From an optimization exercise on the open Yosys and OpenROAD flow, aimed at small area, a short achievable clock period and few clock cycles per item; shortcuts taken in it are not production practice. RTL that was checked went through simulation tests only; none was proved equivalent to the original. The RTL of run 1 was laid out without a check of its function.

## flow/design.v (module list and top-level ports; edited modules follow where they fit)
// module mul_schedule_rom: 36 lines
// module fe_mul51_core: 13619 lines
// module bctl: 50 lines
// module hold_mux: 3 lines
// module rbit: 3 lines
// module go_gate: 3 lines
// module tselq: 5 lines
// module rbitq: 5 lines
// module tsel: 4 lines
// module pg_node: 4 lines
// module csa_fa: 4 lines
// module csa_ha: 4 lines
module fe_mul51_core (
    input  wire         clk,
    input  wire         rst_n,
    input  wire         start,
    input  wire [319:0] a,
    input  wire [319:0] b,
    output reg          ready,
    output wire [319:0] out
);
  // ...
==> flow/flow/run.sh <==
#!/bin/bash
# Own flow: the standard layout (standard.sh: same synthesis, same SDC and
# clock period, same steps), with three optimisation settings changed:
#  - repair_timing keeps a setup slack margin of 15 ns, so that it optimises
#    towards a shorter period than the constraint;
#  - the port buffers that the flow inserts on every input and output are
#    sky130_fd_sc_hd__buf_2 instead of the delay cell buffer_ports picks by default;
#  - MATCH_CELL_FOOTPRINT=0 lets the resizer change a cell's size freely.
# Tool output goes to standard.log here and to ORFS's logs under orfs/logs.
set -euo pipefail
export SETUP_SLACK_MARGIN=15
export BUFFER_PORTS_ARGS="-buffer_cell sky130_fd_sc_hd__buf_2"
bash standard.sh MATCH_CELL_FOOTPRINT=0 finish > standard.log 2>&1
==> flow/standard.sh <==
#!/bin/bash
# synth_recipe.tcl (not shown) runs the flow's synth.tcl, then flattens the netlist and writes it again
# the make line also repeats each setting of config.mk as NAME=value (left out here)
make -C /OpenROAD-flow-scripts/flow DESIGN_CONFIG=/design/flow/config.mk WORK_HOME=/design/flow/orfs CLKGATE_MAP_FILE= SYNTH_SCRIPT=/design/flow/synth_recipe.tcl "${@:-finish}"
==> flow/config.mk <==
export PLATFORM = sky130hd
export DESIGN_NAME = fe_mul51_core
export DESIGN_NICKNAME = fe_mul51_core
export VERILOG_FILES = /design/flow/design.v
export SDC_FILE = /design/flow/constraint.sdc
export NUM_CORES = 8
export LEC_CHECK = 0
export CAP_MARGIN = 20
export CORE_MARGIN = 2
export CORE_UTILIZATION = 55
export PLACE_DENSITY = 0.65
export SLEW_MARGIN = 20
export SYNTH_HIERARCHICAL = 1
export SYNTH_MINIMUM_KEEP_SIZE = 0
==> flow/constraint.sdc <==
create_clock -name core_clock -period 21.0 [get_ports {clk}]
set_input_delay 4.2000 -clock core_clock [delete_from_list [all_inputs] [get_ports {clk}]]
set_output_delay 4.2000 -clock core_clock [all_outputs]
set_load 0.01 [all_outputs]
==> results.cfg, run 1 <==
[clock_network]
cts_root_buf = clkbuf_16
clockBufferDepth = 4
h-tree-depth = 4
hold_buffers = 0

[worst_setup_path]
crit_buf_inv = 2
slowest_stage = dfxtp_1
criticalPathCategory = reg -> reg
reg2reg_setup_slack_ns = 14.98
crit_chain = ha_1 > ha_1 > and2_1 > and2_1 > and2_1 > and2_1 > and2_1 > and2_1 > and2_1 > and2_1 > and2_2 > buf_6 > a21o_1 > and2_1 > buf_6 > mux2_2
critical_path_depth = 16
crit_required_ns = 21.64
crit_family = simple AND/OR/NAND/NOR gates

[cells_and_area]
drive_above_1_share = 0.1128
final_util = 0.5804
largest_reg_flops = 287
multi_input_area_share = 0.8046
largestRegisters = S (287), C (286)
stdcell_count = 27110
final_common_cell = fa_1

[detailed_routing]
drc_errors = 0
drt-total-wl_um = 1069000
ant_nets = 0

[outcome]
status = no timing/DRC/antenna violations

[grt]
met3_usage = 0.2254
grt_max_degree = 213
overflow = 0

[synth]
syn_inst = 22043

[placement]
gp_congestion = 1.016

[floorplan]
die-area_sq_um = 441700

[min_path]
whs_path_depth = 1

[sta]
fin_crit_sh = 0.2869
==> inputs of run 2 (changes only) <==
--- a/flow/design.v
+++ b/flow/design.v
@@ -13176,17 +13176,18 @@
   tselq u_tsel9 (.ty(ty), .tx(tx), .g(uqg12231), .p(uqp12232), .cv(cv), .y(ysel[9]), .yq(yqsel[9]), .t(tsel[9]));
   tselq u_tsel10 (.ty(ty), .tx(tx), .g(uqg12231), .p(uqp12232), .cv(cv), .y(ysel[10]), .yq(yqsel[10]), .t(tsel[10]));
   tselq u_tsel11 (.ty(ty), .tx(tx), .g(uqg12231), .p(uqp12232), .cv(cv), .y(ysel[11]), .yq(yqsel[11]), .t(tsel[11]));
   tselq u_tsel12 (.ty(ty), .tx(tx), .g(uqg12231), .p(uqp12232), .cv(cv), .y(ysel[12]), .yq(yqsel[12]), .t(tsel[12]));
   tselq u_tsel13 (.ty(ty), .tx(tx), .g(uqg12231), .p(uqp12232), .cv(cv), .y(ysel[13]), .yq(yqsel[13]), .t(tsel[13]));
   tselq u_tsel14 (.ty(ty), .tx(tx), .g(uqg12231), .p(uqp12232), .cv(cv), .y(ysel[14]), .yq(yqsel[14]), .t(tsel[14]));
   tselq u_tsel15 (.ty(ty), .tx(tx), .g(uqg12231), .p(uqp12232), .cv(cv), .y(ysel[15]), .yq(yqsel[15]), .t(tsel[15]));
   wire [254:0] qnext;
-  wire [40:0] qlx = cv ? lxs[40:0] : Q[40:0];
+  wire [40:0] qlx;
+  hold_mux_low u_qlx (.s(cv), .a(lxs[40:0]), .b(Q[40:0]), .y(qlx));
   assign qnext[0] = yqsel[0] ? lys[0] : qlx[0];
   assign qnext[1] = yqsel[0] ? lys[1] : qlx[1];
   assign qnext[2] = yqsel[0] ? lys[2] : qlx[2];
   assign qnext[3] = yqsel[0] ? lys[3] : qlx[3];
   assign qnext[4] = yqsel[0] ? lys[4] : qlx[4];
   assign qnext[5] = yqsel[0] ? lys[5] : qlx[5];
   assign qnext[6] = yqsel[0] ? lys[6] : qlx[6];
   assign qnext[7] = yqsel[0] ? lys[7] : qlx[7];
@@ -13218,17 +13219,18 @@
   assign qnext[33] = yqsel[2] ? lys[33] : qlx[33];
   assign qnext[34] = yqsel[2] ? lys[34] : qlx[34];
   assign qnext[35] = yqsel[2] ? lys[35] : qlx[35];
   assign qnext[36] = yqsel[2] ? lys[36] : qlx[36];
   assign qnext[37] = yqsel[2] ? lys[37] : qlx[37];
   assign qnext[38] = yqsel[2] ? lys[38] : qlx[38];
   assign qnext[39] = yqsel[2] ? lys[39] : qlx[39];
   assign qnext[40] = yqsel[2] ? lys[40] : qlx[40];
-  assign qnext[41] = cv ? (cp[41] ^ (ysel[2] ? by : bx)) : Q[41];
+  wire qu0 = cp[41] ^ (ysel[2] ? by : bx);
+  hold_mux1 u_qu (.s(cv), .a(qu0), .b(Q[41]), .y(qnext[41]));
   wire [212:0] uq = cv ? up[212:0] : Q[254:42];
   rbit u_rbitq0 (.u(uq[0]), .g(1'b0), .p(1'b1), .t(tsel[2]), .r(qnext[42]));
   wire gq1 = cv & ug[0];
   rbit u_rbitq1 (.u(uq[1]), .g(gq1), .p(up[0]), .t(tsel[2]), .r(qnext[43]));
   wire gq2 = cv & uqg10947;
   rbit u_rbitq2 (.u(uq[2]), .g(gq2), .p(uqp10948), .t(tsel[2]), .r(qnext[44]));
   wire gq3 = cv & uqg11159;
   rbit u_rbitq3 (.u(uq[3]), .g(gq3), .p(uqp11160), .t(tsel[2]), .r(qnext[45]));
@@ -13706,16 +13708,22 @@
   assign e[41] = d[28];
   assign e[42] = d[29] ^ d[28];
   assign e[43] = d[30] ? (~d[29] & ~d[28]) : (d[29] & d[28]);
   assign e[44] = d[30];
   assign e[45] = d[31] ^ d[30];
   assign e[46] = d[32] ? (~d[31] & ~d[30]) : (d[31] & d[30]);
   assign e[47] = d[32];
 endmodule
+module hold_mux_low (input wire s, input wire [40:0] a, input wire [40:0] b, output wire [40:0] y);
+  assign y = s ? a : b;
+endmodule
+module hold_mux1 (input wire s, input wire a, input wire b, output wire y);
+  assign y = s ? a : b;
+endmodule
 module hold_mux (input wire s, input wire [254:0] a, input wire [254:0] b, output wire [254:0] y);
   assign y = s ? a : b;
 endmodule
 module rbit (input wire u, input wire g, input wire p, input wire t, output wire r);
   assign r = u ^ (g | (p & t));
 endmodule
 module go_gate (input wire s, input wire b, output wire g);
   assign g = s & ~b;
==> flow/flow/run.sh (replaced) <==
#!/bin/bash
# Own flow: the standard layout (standard.sh: same synthesis, same SDC and
# clock period, same steps), with three optimisation settings changed:
#  - repair_timing keeps a setup slack margin of 15.5 ns, so that it optimises
#    towards a shorter period than the constraint;
#  - the port buffers that the flow inserts on every input and output are
#    sky130_fd_sc_hd__buf_2 instead of the delay cell buffer_ports picks by default;
#  - MATCH_CELL_FOOTPRINT=0 lets the resizer change a cell's size freely.
# Tool output goes to standard.log here and to ORFS's logs under orfs/logs.
set -euo pipefail
export SETUP_SLACK_MARGIN=15.5
export BUFFER_PORTS_ARGS="-buffer_cell sky130_fd_sc_hd__buf_2"
bash standard.sh MATCH_CELL_FOOTPRINT=0 finish > standard.log 2>&1
==> run 2 against run 1 <==
First-iteration DRC count fell by 2.4%. Synthesized cell count rose by 0.20%. Hold slack improved by 0.033 ns. Clock skew fell by 0.043 ns. Critical path type is now reg -> out. Critical endpoint is now out[202].
==> results.cfg, run 2 <==
[outcome]
status = no timing/DRC/antenna violations

[cells_and_area]
area_growth_pct = 8.117
nets = 27784
layout_common_cells = fa_1, xnor2_1, a22oi_1
final_util = 0.5974
largestRegisters = S (287), C (286)
regMostFlops = S
stdcell_count = 27337
drive_above_1_share = 0.1476
final_common_cell = fa_1
largest_reg_flops = 287

[synth]
syn_area_per_cell_sq_um = 10.88
syn_inst = 22086
netlist_area_sq_um = 240300
yosys_warnings = 7

[detailed_routing]
drt_iter0_markers = 31319
vias_per_cell = 7.327
ant_nets = 0
vias = 200297
first_pass_iters = 13
drc_errors = 0
drt-total-wl_um = 1088000
wire_per_inst_um = 39.79

[clock_network]
clockBufferDepth = 4
clk_latency_ns = 1.02
tritoncts = done
clkTransAtPathRegs_ns = 0.07
tritoncts.num_buffers = 175
cts_root_buf = clkbuf_16
h-tree-depth = 4
clock-sinks = 1305

[sta]
post-route-min-period_ns = 5.807
tightestPinTransition_ns = 1.393
rsz0062_at_grt = true
finClkSkew_ns = 0.09981
fin_ws_ns = 15.19
maxSlewViolCount = 0
maxSlewHeadroom = 0.07165
fin_crit_sh = 0.2765
hold_viol = 0
finalSetupViolations = 0
fmax_mhz = 172.2
tns_ns = 0

[job]
cap_violations = 0

[worst_setup_path]
ff2ff_path_depth = 20
timing.rr.start = S[254]$_DFF_P_
crit_arrival_ns = 1.61
startpoint_type = flip-flop
crit_path_max_incr_delay_ns = 0.45
criticalPathCategory = reg -> out
reg2reg_setup_slack_ns = 15.31
crit_required_ns = 16.80
crit_family = flip-flops
critical_path_depth = 1
path_max_fanout = 2
r2r-end = Q[208]$_DFF_P_
crit_buf_inv = 1
crit_chain = buf_6
cp-end-kind = primary output
slowest_stage = dfxtp_4

[placement]
dp_cells = 26777
gp_congestion = 1.017
portBuffers = 768
dp_hpwl_um = 717500
place_ws_ns = 14.15

[min_path]
hp-start = Q[105]$_DFF_P_
hold_path.class = reg -> reg
holdPathEnd = Q[105]$_DFF_P_
whs_path_depth = 3

[grt]
grt_pass1_vias = 209973
grtUsageTotal = 0.4813
overflow = 0
grt_first_pass_wirelength_um = 1526000
grt_max_degree = 88
antenna_found_initial = 73

[floorplan]
start_util = 0.5526
row_count = 242
io_pins = 964
coreArea_sq_um = 434800
die_x_um = 664.9
die-area_sq_um = 442100
die_h_um = 664.9

[pwr]
run 2: cell types whose count changed in the layout (fill, tap and decap cells not counted), sizes merged, moves of 11 or more:
| cell | previous run | this run |
|---|---|---|
| a21oi | 213 | 253 |
| buf | 1264 | 1453 |
| clkbuf | 222 | 236 |
| clkinv | 43 | 32 |
| dfxtp | 1233 | 1275 |
| edfxtp | 42 | 0 |
| mux2 | 65 | 107 |
| nand2 | 727 | 687 |
| nor2 | 4 | 44 |
| o21ai | 58 | 18 |
run 2: timing repair:
action	in CTS	in global routing
buffers inserted	73	114
pin swaps	27	73
setup endpoints to repair	604	666
hold buffers	0	0
gates cloned	5	7
resized for setup	1113	452
run 2: per-stage QoR:
stage | cell area, sq um | hold WS (ns)
floorplan | 241100 | 0.5071
global placement | 246000 | 0.4743
detailed placement | 246100 | 0.4778
CTS | 256300 | 0.5497
global route | 259700 | 0.5674
finish | 259800 | 0.5465
run 2: cell type report:
cell class / instances / area, sq um
antenna: 44 / 110.1
sequential: 1305 / 27720
clock buffer: 226 / 4885
clock inverter: 90 / 1129
tap: 5734 / 7174
timing repair buffer: 1463 / 12110
fill: 36466 / 175100
multi-input combinational: 18318 / 206000
inverter: 157 / 596.8
run 2: worst max path at each step:
stage / startpoint / to / slack (ns)
floorplan: b[141] / E0[31]$_DFF_P_ / 15.39
global placement: C[254]$_DFF_P_ / Q[154]$_DFF_P_ / 14.13
detailed placement: C[254]$_DFF_P_ / Q[154]$_DFF_P_ / 14.15
CTS: Q[163]$_DFF_P_ / out[202] / 15.20
global route: Q[237]$_DFF_P_ / out[289] / 15.20
finish: Q[163]$_DFF_P_ / out[202] / 15.19
run 2: per-layer routing:
| layer | global-route usage | up-vias | share of wire |
|---|---|---|---|
| li1 | - | 73507 | - |
| met5 | 0.009658 | - | 0.00067 |
| met4 | 0.3887 | 67 | 0.10 |
| met3 | 0.2300 | 5787 | 0.16 |
| met2 | 0.6545 | 20221 | 0.40 |
| met1 | 0.5763 | 100715 | 0.34 |
Testbench counts of run 2, summed over its fixed seeds: cycles 9,600, ops 960.
==> inputs of run 3 (changes only) <==
--- a/flow/config.mk
+++ b/flow/config.mk
@@ -9,4 +9,4 @@
 export CORE_MARGIN = 2
-export CORE_UTILIZATION = 55
-export PLACE_DENSITY = 0.65
+export CORE_UTILIZATION = 62
+export PLACE_DENSITY = 0.7
 export SLEW_MARGIN = 20
==> run 3 against run 2 <==
Register-to-register slack better by 0.05 ns. Global-route usage is 6.4 points higher. Clock-buffer cell count is 2 lower. Hold slack worse by 0.0071 ns. Largest cell class unchanged. First-iteration DRC count is 15% higher. Highest routed layer unchanged. Via count is 2.7% higher. Cell count is 1.9% lower. Critical path type unchanged. Flip-flop and latch count stayed put. Critical path depth stayed put. Core utilization is 7.6 points higher.
==> results.cfg, run 3 <==
[worst_setup_path]
crit_chain = buf_6
crit_required_ns = 16.80
criticalPathCategory = reg -> out
critical_path_depth = 1
startpoint_type = flip-flop
crit_path_max_incr_delay_ns = 0.46
slowest_stage = dfxtp_4
ff2ff_path_depth = 19
crit_arrival_ns = 1.59
crit_buf_inv = 1
path_max_fanout = 2
cp-end-kind = primary output
crit_family = flip-flops

[grt]
antenna_found_initial = 88
overflow = 0
grt_max_degree = 134
grt_first_pass_wirelength_um = 1522000
grtUsageTotal = 0.5449
grt_pass1_vias = 211854

[detailed_routing]
first_pass_iters = 22
vias_per_cell = 7.671
ant_nets = 0
drc_errors = 0
drt_iter0_markers = 36025
wire_per_inst_um = 40.73
drt-total-wl_um = 1092000
vias = 205722

[synth]
syn_area_per_cell_sq_um = 10.88
syn_inst = 22086
yosys_warnings = 7
netlist_area_sq_um = 240300

[sta]
tightestPinTransition_ns = 1.424
maxSlewViolCount = 0
finalSetupViolations = 0
hold_viol = 0
finClkSkew_ns = 0.1373
hold_slack_ns = 0.5394
maxSlewHeadroom = 0.05064
fin_crit_sh = 0.2757
tns_ns = 0
fmax_mhz = 172.7
rsz0062_at_grt = true
post-route-min-period_ns = 5.790

[clock_network]
clockBufferDepth = 4
h-tree-depth = 4
tritoncts.num_buffers = 178
hold_buffers = 0
tritoncts = done
clkTransAtPathRegs_ns = 0.06
clk_latency_ns = 1.07
cts_root_buf = clkbuf_16
clock-sinks = 1305

[floorplan]
coreArea_sq_um = 385700
die_x_um = 626.5
die-area_sq_um = 392500
row_count = 228
die_h_um = 626.5
start_util = 0.6229
io_pins = 964

[cells_and_area]
largest_reg_flops = 287
regMostFlops = S
final_common_cell = fa_1
stdcell_count = 26817
area_growth_pct = 8.049
layout_common_cells = fa_1, xnor2_1, a22oi_1
largestRegisters = S (287), C (286)
drive_above_1_share = 0.1480
nets = 27774

[placement]
gp_congestion = 1.032
dp_cells = 26193
portBuffers = 768
dp_hpwl_um = 692400

[min_path]
hold_path.class = reg -> reg
whs_path_depth = 3

[job]
cap_violations = 0

[outcome]
status = no timing/DRC/antenna violations
==> run 3: cell count changes in the layout (fill, tap and decap cells not counted), sizes merged, moves of 3 or more <==
cell	previous run	this run
bufinv	17	24
diode	44	85
inv	184	172
clkinvlp	14	19
buf	1453	1440
and2	1144	1141
clkinv	32	45
==> run 3: layout make-up <==
cell class                      count  area [sq um]
Multi-Input combinational cell  18315        206000
Fill cell                       29943        126100
Sequential cell                  1305         27740
Timing Repair Buffer             1453         12250
Tap cell                         5175          6475
Clock buffer                      224          4964
Clock inverter                    103          1395
Inverter                          157         596.8
Antenna cell                       85         212.7
==> run 3: final timing paths <==
kind / from / endpoint / slack (ns)
worst min register to register: Q[68]$_DFF_P_ / Q[68]$_DFF_P_ / 0.54
worst max-delay path: Q[243]$_DFF_P_ / out[295] / 15.21
worst max register to register: C[254]$_DFF_P_ / Q[96]$_DFF_P_ / 15.36
min in group asynchronous: rst_n / first[7]$_DFF_PN0_ / 3.40
max in group asynchronous: rst_n / first[14]$_DFF_PN0_ / 16.81
worst min-delay path: Q[68]$_DFF_P_ / Q[68]$_DFF_P_ / 0.54
==> run 3: repair_timing <==
| item | CTS | global route |
|---|---|---|
| endpoints found under the setup margin | 605 | 691 |
| setup buffers | 87 | 110 |
| cloned | 2 | 9 |
| pin swaps | 38 | 100 |
| resized for setup | 1086 | 423 |
| endpoints found under the hold margin | 0 | 0 |
==> run 3: routing by layer <==
layer  vias up  global-route usage  wire, um  share of wire
met5         -             0.03976      2283         0.0021
met4        90              0.4562    122500           0.11
met3      7485              0.3178    202000           0.18
met2     23170              0.7145    417700           0.38
met1    101425              0.6287    347800           0.32
li1      73552                   -         -              -
==> run 3: per-stage QoR <==
step	area [sq um]	setup WS (ns)	utilization
floorplan	241100	15.39	-
global placement	245200	13.84	0.6356
detailed placement	245200	13.79	0.6357
CTS	255800	15.21	0.6633
global route	259400	15.24	0.6726
finish	259600	15.21	0.6731
==> inputs of run 4 (changes only) <==
--- a/flow/flow/run.sh
+++ b/flow/flow/run.sh
@@ -3,3 +3,3 @@
 # clock period, same steps), with three optimisation settings changed:
-#  - repair_timing keeps a setup slack margin of 15.5 ns, so that it optimises
+#  - repair_timing keeps a setup slack margin of 15.25 ns, so that it optimises
 #    towards a shorter period than the constraint;
@@ -10,3 +10,3 @@
 set -euo pipefail
-export SETUP_SLACK_MARGIN=15.5
+export SETUP_SLACK_MARGIN=15.25
 export BUFFER_PORTS_ARGS="-buffer_cell sky130_fd_sc_hd__buf_2"
--- a/flow/config.mk
+++ b/flow/config.mk
@@ -9,4 +9,4 @@
 export CORE_MARGIN = 2
-export CORE_UTILIZATION = 62
-export PLACE_DENSITY = 0.7
+export CORE_UTILIZATION = 55
+export PLACE_DENSITY = 0.65
 export SLEW_MARGIN = 20
==> run 4 against run 3 <==
Still clean. Routed wire length up 0.33%. Clock skew up 0.0061 ns. Clock-buffer cell count shrank 12. Critical path depth up 15. Critical path type is now reg -> reg.
==> results.cfg, run 4 <==
[detailed_routing]
wire_per_inst_um = 40.26
vias_per_cell = 7.355
first_pass_iters = 15
vias = 200199
drt-total-wl_um = 1096000
ant_nets = 0
drc_errors = 0
drt_iter0_markers = 32679

[worst_setup_path]
criticalPathCategory = reg -> reg
worstSetupStartpoint = C[154]$_DFF_P_
crit_required_ns = 21.83
path_max_fanout = 31
cp-end-kind = flip-flop
timing.rr.start = C[154]$_DFF_P_
crit_arrival_ns = 6.71
startpoint_type = flip-flop

[synth]
syn_inst = 22086
yosys_warnings = 7
netlist_area_sq_um = 240300
syn_area_per_cell_sq_um = 10.88

[floorplan]
die-area_sq_um = 442100
die_h_um = 664.9
io_pins = 964
coreArea_sq_um = 434800
die_x_um = 664.9
row_count = 242
start_util = 0.5526

[cells_and_area]
largest_reg_flops = 287
largestRegisters = S (287), C (286)
drive_above_1_share = 0.1214
regMostFlops = S
layout_common_cells = fa_1, xnor2_1, a22oi_1
area_growth_pct = 5.593
final_common_cell = fa_1
stdcell_count = 27221
regArea_sq_um = 27380
multi_input_area_sq_um = 203600
nets = 27630
fillerInstances = 37060

[clock_network]
clock-sinks = 1305
cts_root_buf = clkbuf_16
clk_latency_ns = 1.06
clockBufferDepth = 4
tritoncts = done
clkTransAtPathRegs_ns = 0.06
h-tree-depth = 4
tritoncts.num_buffers = 178
hold_buffers = 0

[grt]
overflow = 0
antenna_found_initial = 87
grt_max_degree = 89
grtUsageMet2 = 0.6570
grt_first_pass_wirelength_um = 1538000
busiest_layer = met2
met3_usage = 0.2271
grtUsageTotal = 0.4857
grt_pass1_vias = 209423
use_met1 = 0.5838

[min_path]
hp-start = Q[41]$_DFF_P_
hold_path.class = reg -> reg

[placement]
gp_congestion = 1.021
portBuffers = 768
dp_cells = 26789
dp_hpwl_um = 724900

[sta]
tightestPinTransition_ns = 1.337
tns_ns = 0
fin_crit_sh = 0.2797
rsz0062_at_grt = true
hold_slack_ns = 0.4843
finClkSkew_ns = 0.1434
finalSetupViolations = 0
maxSlewViolCount = 0
hold_viol = 0
maxSlewHeadroom = 0.1089
fmax_mhz = 170.2
post-route-min-period_ns = 5.874

[outcome]
status = no timing/DRC/antenna violations

[job]
cap_violations = 0
-- run 4: area by class of cell --
cell class	instances	area share
clock buffers	212	0.01894
multi-input cells	18315	0.8024
clock inverters	115	0.004976
repair buffers	1309	0.03444
diodes	74	0.0007299
inverters	157	0.002353
flip-flops and latches	1305	0.1079
well taps	5734	0.02828
-- run 4: path summary, 6_finish.rpt --
kind,to,slack [ns],cells past startpoint
max,Q[0]$_DFF_P_,15.13,16
min,Q[41]$_DFF_P_,0.48,1
max reg2reg,Q[0]$_DFF_P_,15.13,16
min reg2reg,Q[41]$_DFF_P_,0.48,1
max in group asynchronous,busy$_DFFE_PN0P_,16.63,2
min in group asynchronous,first[9]$_DFF_PN0_,3.44,2
-- run 4: through the flow --
step	worst slack (ns)	utilization	area, sq um
2_1_floorplan	15.34	-	240600
3_3_place_gp	14.19	0.5650	245700
3_5_place_dp	14.11	0.5651	245700
4_1_cts	15.22	0.5817	252900
5_1_grt	15.20	0.5832	253600
6_report	15.13	0.5835	253700
-- run 4: worst max-delay path, stage by stage (launching register included) --
cell and delay (ns):
dfxtp_1 0.33, ha_1 0.30, ha_1 0.54, and2_1 0.26, and2_1 0.28, and2_1 0.54
and2_1 0.63, and2_1 0.24, and2_1 0.15, a21o_2 0.55, a21o_2 0.46, a21o_4 0.22
buf_12 0.16, a21o_1 0.16, and2_1 0.14, buf_4 0.30, mux2_2 0.37
-- run 4: per-layer routing --
layer	vias to the layer above	share of wire
met4	61	0.11
met1	100573	0.34
met3	5866	0.16
met5	-	0.00092
met2	20465	0.39
li1	73234	-
-- run 4: repair_timing --
action,CTS,global route
setup buffers,17,10
pin swaps,8,5
setup endpoints to repair,389,314
cloned,1,0
gates resized for setup,380,141
==> inputs of run 5 (changes only) <==
--- a/flow/flow/run.sh
+++ b/flow/flow/run.sh
@@ -3,3 +3,3 @@
 # clock period, same steps), with three optimisation settings changed:
-#  - repair_timing keeps a setup slack margin of 15.25 ns, so that it optimises
+#  - repair_timing keeps a setup slack margin of 15.5 ns, so that it optimises
 #    towards a shorter period than the constraint;
@@ -10,3 +10,3 @@
 set -euo pipefail
-export SETUP_SLACK_MARGIN=15.25
+export SETUP_SLACK_MARGIN=15.5
 export BUFFER_PORTS_ARGS="-buffer_cell sky130_fd_sc_hd__buf_2"
--- a/flow/config.mk
+++ b/flow/config.mk
@@ -10,2 +10,4 @@
 export CORE_UTILIZATION = 55
+export CTS_CLUSTER_DIAMETER = 100
+export CTS_CLUSTER_SIZE = 20
 export PLACE_DENSITY = 0.65
==> run 5 against run 4 <==
Cell count hardly changed. Area after synthesis stayed put. Critical path depth decreased by 15. First-iteration DRC count down 1.9%. Clock skew down 0.013 ns. Cell area grew 1.5%. Hold slack gained 0.064 ns. Routed wire length shrank 1.2%.
==> results.cfg, run 5 <==
[worst_setup_path]
slowest_stage = dfxtp_4
crit_family = flip-flops
crit_chain = buf_6
crit_buf_inv = 1
crit_required_ns = 16.80
startpoint_type = flip-flop
path_max_fanout = 2
criticalPathCategory = reg -> out
crit_arrival_ns = 1.65
crit_path_max_incr_delay_ns = 0.45
cp-end-kind = primary output

[detailed_routing]
ant_nets = 0
drt-total-wl_um = 1082000
drt_iter0_markers = 32048
first_pass_iters = 13
drc_errors = 0
wire_per_inst_um = 39.72
vias = 199747
vias_per_cell = 7.331

[clock_network]
clock-sinks = 1305
h-tree-depth = 3
clockBufferDepth = 4
clkTransAtPathRegs_ns = 0.08
tritoncts.num_buffers = 110
clk_latency_ns = 1.04
cts_root_buf = clkbuf_16
hold_buffers = 0
tritoncts = done

[floorplan]
die-area_sq_um = 442100
coreArea_sq_um = 434800
start_util = 0.5526
io_pins = 964
row_count = 242
die_x_um = 664.9
die_h_um = 664.9

[grt]
use_met1 = 0.5740
grt_first_pass_wirelength_um = 1520000
antenna_found_initial = 76
grtUsageMet2 = 0.6500
busiest_layer = met2
grt_max_degree = 88
met3_usage = 0.2278
grt_pass1_vias = 209021
grtUsageTotal = 0.4793
overflow = 0

[sta]
fin_ws_ns = 15.15
tns_ns = 0
maxSlewViolCount = 0
finalSetupViolations = 0
fmax_mhz = 170.8
rsz0062_at_grt = true
fin_crit_sh = 0.2787
tightestPinTransition_ns = 1.285
maxSlewHeadroom = 0.1433
finClkSkew_ns = 0.1305
post-route-min-period_ns = 5.853
hold_viol = 0

[cells_and_area]
drive_above_1_share = 0.1457
area_growth_pct = 7.202
design_area_sq_um = 257600
regMostFlops = S
largest_reg_flops = 287
layout_common_cells = fa_1, xnor2_1, a22oi_1
multi_input_area_sq_um = 205900
final_common_cell = fa_1
nets = 27731
largestRegisters = S (287), C (286)
regArea_sq_um = 27770
fillerInstances = 36680

[synth]
netlist_area_sq_um = 240300
syn_inst = 22086
syn_area_per_cell_sq_um = 10.88
yosys_warnings = 7

[min_path]
hold_path.class = reg -> reg

[job]
cap_violations = 0

[placement]
gp_congestion = 1.017
dp_hpwl_um = 717500
place_area_sq_um = 246100
place_ws_ns = 14.15
portBuffers = 768

[outcome]
status = no timing/DRC/antenna violations
run 5: per-layer routing:
| layer | part of all wire | up-vias |
|---|---|---|
| li1 | - | 73350 |
| met1 | 0.34 | 100510 |
| met2 | 0.40 | 20120 |
| met3 | 0.16 | 5703 |
| met4 | 0.10 | 64 |
| met5 | 0.00043 | - |
run 5: stage by stage:
step           hold slack, ns  std cells    util
6_report               0.5484      27248  0.5923
3_3_place_gp           0.4743      26775  0.5658
5_1_grt                0.5739      27212  0.5921
2_1_floorplan          0.5071      22178       -
3_5_place_dp           0.4778      26777  0.5659
4_1_cts                0.5527      27070  0.5844
run 5: final timing paths:
kind	start	end	slack (ns)	cells past startpoint
worst max-delay path	Q[163]$_DFF_P_	out[202]	15.15	1
min in group asynchronous	rst_n	first[9]$_DFF_PN0_	3.41	2
max in group asynchronous	rst_n	first[14]$_DFF_PN0_	16.70	2
worst min-delay path	Q[105]$_DFF_P_	Q[105]$_DFF_P_	0.55	3
worst min register to register	Q[105]$_DFF_P_	Q[105]$_DFF_P_	0.55	3
worst max register to register	R[23]$_DFF_P_	C[36]$_DFF_P_	15.37	9
run 5: repair_timing:
item                                   in CTS  in global routing
gates resized for setup                  1103                492
setup endpoints to repair                 609                702
gates cloned                                4                 10
endpoints found under the hold margin       0                  0
pin swaps                                  30                119
setup buffers                              95                102
run 5: final cells by class:
cell class / count / area share
Sequential cell: 1305 / 0.1078
Antenna cell: 65 / 0.0006315
Clock inverter: 59 / 0.003430
Clock buffer: 135 / 0.01133
Inverter: 157 / 0.002317
Multi-Input combinational cell: 18321 / 0.7994
Timing Repair Buffer: 1472 / 0.04719
Tap cell: 5734 / 0.02786
==> inputs of run 6 (changes only) <==
--- a/flow/flow/run.sh
+++ b/flow/flow/run.sh
@@ -6,3 +6,3 @@
 #  - the port buffers that the flow inserts on every input and output are
-#    sky130_fd_sc_hd__buf_2 instead of the delay cell buffer_ports picks by default;
+#    sky130_fd_sc_hd__buf_1 instead of the delay cell buffer_ports picks by default;
 #  - MATCH_CELL_FOOTPRINT=0 lets the resizer change a cell's size freely.
@@ -11,3 +11,3 @@
 export SETUP_SLACK_MARGIN=15.5
-export BUFFER_PORTS_ARGS="-buffer_cell sky130_fd_sc_hd__buf_2"
+export BUFFER_PORTS_ARGS="-buffer_cell sky130_fd_sc_hd__buf_1"
 bash standard.sh MATCH_CELL_FOOTPRINT=0 finish > standard.log 2>&1
==> run 6 against run 5 <==
Critical path depth is the same. Via count grew 0.12%. Setup slack lost 0.018 ns. Cell count shrank 0.14%. Die area is the same. First-iteration DRC count shrank 3.1%. Register-to-register slack lost 0.13 ns. Critical path type unchanged. Critical endpoint unchanged. Largest cell class unchanged.
==> results.cfg, run 6 <==
[worst_setup_path]
crit_arrival_ns = 1.67
path_max_fanout = 2
criticalPathCategory = reg -> out
crit_chain = buf_6
crit_path_max_incr_delay_ns = 0.47
crit_family = flip-flops
crit_path_end = out[202]
reg2reg_setup_slack_ns = 15.24
worstSetupStartpoint = Q[163]$_DFF_P_
startpoint_type = flip-flop
slowest_stage = dfxtp_4
crit_buf_inv = 1
cp-end-kind = primary output
timing.rr.start = S[254]$_DFF_P_
r2r-end = Q[234]$_DFF_P_
critical_path_depth = 1
crit_required_ns = 16.80
ff2ff_path_depth = 19

[job]
cap_violations = 0

[floorplan]
die-area_sq_um = 442100
coreArea_sq_um = 434800
die_h_um = 664.9
row_count = 242
io_pins = 964
die_x_um = 664.9
start_util = 0.5526

[cells_and_area]
nets = 27689
layout_common_cells = fa_1, xnor2_1, a22oi_1
largestRegisters = S (287), C (286)
final_util = 0.5902
drive_above_1_share = 0.1179
area_growth_pct = 6.820
design_area_sq_um = 256600
largest_reg_flops = 287
regMostFlops = S
final_common_cell = fa_1
stdcell_count = 27209

[clock_network]
cts_root_buf = clkbuf_16
clockBufferDepth = 4
tritoncts.num_buffers = 110
clkTransAtPathRegs_ns = 0.09
clk_latency_ns = 1.05
h-tree-depth = 3
hold_buffers = 0
tritoncts = done
clock-sinks = 1305

[detailed_routing]
drt_iter0_markers = 31044
ant_nets = 0
vias = 199980
drt-total-wl_um = 1091000
vias_per_cell = 7.350
wire_per_inst_um = 40.11
drc_errors = 0
first_pass_iters = 12

[synth]
syn_inst = 22086
syn_area_per_cell_sq_um = 10.88
yosys_warnings = 7
netlist_area_sq_um = 240300

[grt]
overflow = 0
grtUsageTotal = 0.4813
grt_pass1_vias = 208434
grt_max_degree = 133
antenna_found_initial = 72
grt_first_pass_wirelength_um = 1524000

[sta]
maxSlewViolCount = 0
post-route-min-period_ns = 5.871
fin_crit_sh = 0.2796
hold_slack_ns = 0.5512
finalSetupViolations = 0
fin_ws_ns = 15.13
finClkSkew_ns = 0.1171
maxSlewHeadroom = 0.1273
tns_ns = 0
tightestPinTransition_ns = 1.309
fmax_mhz = 170.3
rsz0062_at_grt = true
hold_viol = 0

[placement]
place_area_sq_um = 245200
place_ws_ns = 14.09
dp_hpwl_um = 715000
gp_congestion = 1.027
dp_cells = 26787
portBuffers = 768

[min_path]
whs_path_depth = 3
hold_path.class = reg -> reg

[outcome]
status = no timing/DRC/antenna violations
==> run 6: cell count changes in the layout (fill, tap and decap cells not counted), sizes merged, moves of 2 or more <==
cell / before / now
buf: 1461 / 1418
clkinv: 13 / 23
inv: 196 / 191
bufinv: 3 / 1
diode: 65 / 67
==> run 6: how the worst min path moves through the flow <==
stage	from	endpoint	slack, ns
floorplan	cnt[2]$_DFFE_PN0P_	cnt[2]$_DFFE_PN0P_	0.51
global placement	Q[41]$_DFF_P_	Q[41]$_DFF_P_	0.48
detailed placement	Q[41]$_DFF_P_	Q[41]$_DFF_P_	0.48
CTS	Q[225]$_DFF_P_	Q[225]$_DFF_P_	0.55
global route	Q[49]$_DFF_P_	Q[49]$_DFF_P_	0.57
finish	Q[49]$_DFF_P_	Q[49]$_DFF_P_	0.55
==> run 6: what timing repair did <==
| item | 4_1_cts | 5_1_grt |
|---|---|---|
| gates cloned | 9 | 7 |
| setup endpoints to repair | 605 | 667 |
| resized for setup | 1656 | 417 |
| setup buffers | 79 | 62 |
| pin swaps | 34 | 69 |
| endpoints found under the hold margin | 0 | 0 |
==> run 6: cell type report <==
type | count | area (sq um)
sequential | 1305 | 27760
clock buffer | 134 | 2925
tap | 5734 | 7174
timing repair buffer | 1431 | 11460
multi-input combinational | 18320 | 205700
fill | 36381 | 178200
inverter | 157 | 596.8
clock inverter | 61 | 842.1
antenna | 67 | 167.7
==> run 6: per-layer routing <==
metal	up-vias	GRT usage	wire length, um	part of all wire
met5	-	0.01346	1218	0.0011
met4	62	0.3987	114900	0.11
met3	5969	0.2310	178000	0.16
met2	20257	0.6509	430300	0.39
met1	100397	0.5742	367000	0.34
li1	73295	-	-	-

## port drivers added, routing unchanged
The results above use ideal ports. As a check the final layouts listed here were re-extracted and re-timed, cells and wires unchanged. Step 1, drivers: a clkbuf_16 drives clk and a buf_2 each remaining input, both assumed. Step 2 times the ports against the registers' clock, not the clock port: input delays grow and output delays shrink by t, the midpoint of the rising clock arrivals with the driver on. Three values: no drivers, after step 1, after step 2; two values: the first two.
run | shift t [ns] | setup slack, ns | cell pins on the clock port's net
run 1 | 1.097 | 14.976 / 14.879 / 14.433 | 1
run 2 | 1.110 | 15.193 / 15.053 / 14.420 | 1
run 3 | 1.132 | 15.210 / 15.079 / 14.488 | 1
run 4 | 1.115 | 15.126 / 15.048 / 14.436 | 1
run 5 | 1.116 | 15.147 / 15.007 / 14.512 | 1
run 6 | 1.127 | 15.129 / 14.997 / 14.636 | 1
After both steps every run listed still meets setup and hold. The setup slack of run 2, which loses most, moves by -0.140 ns with the drivers and by -0.773 ns with both steps.
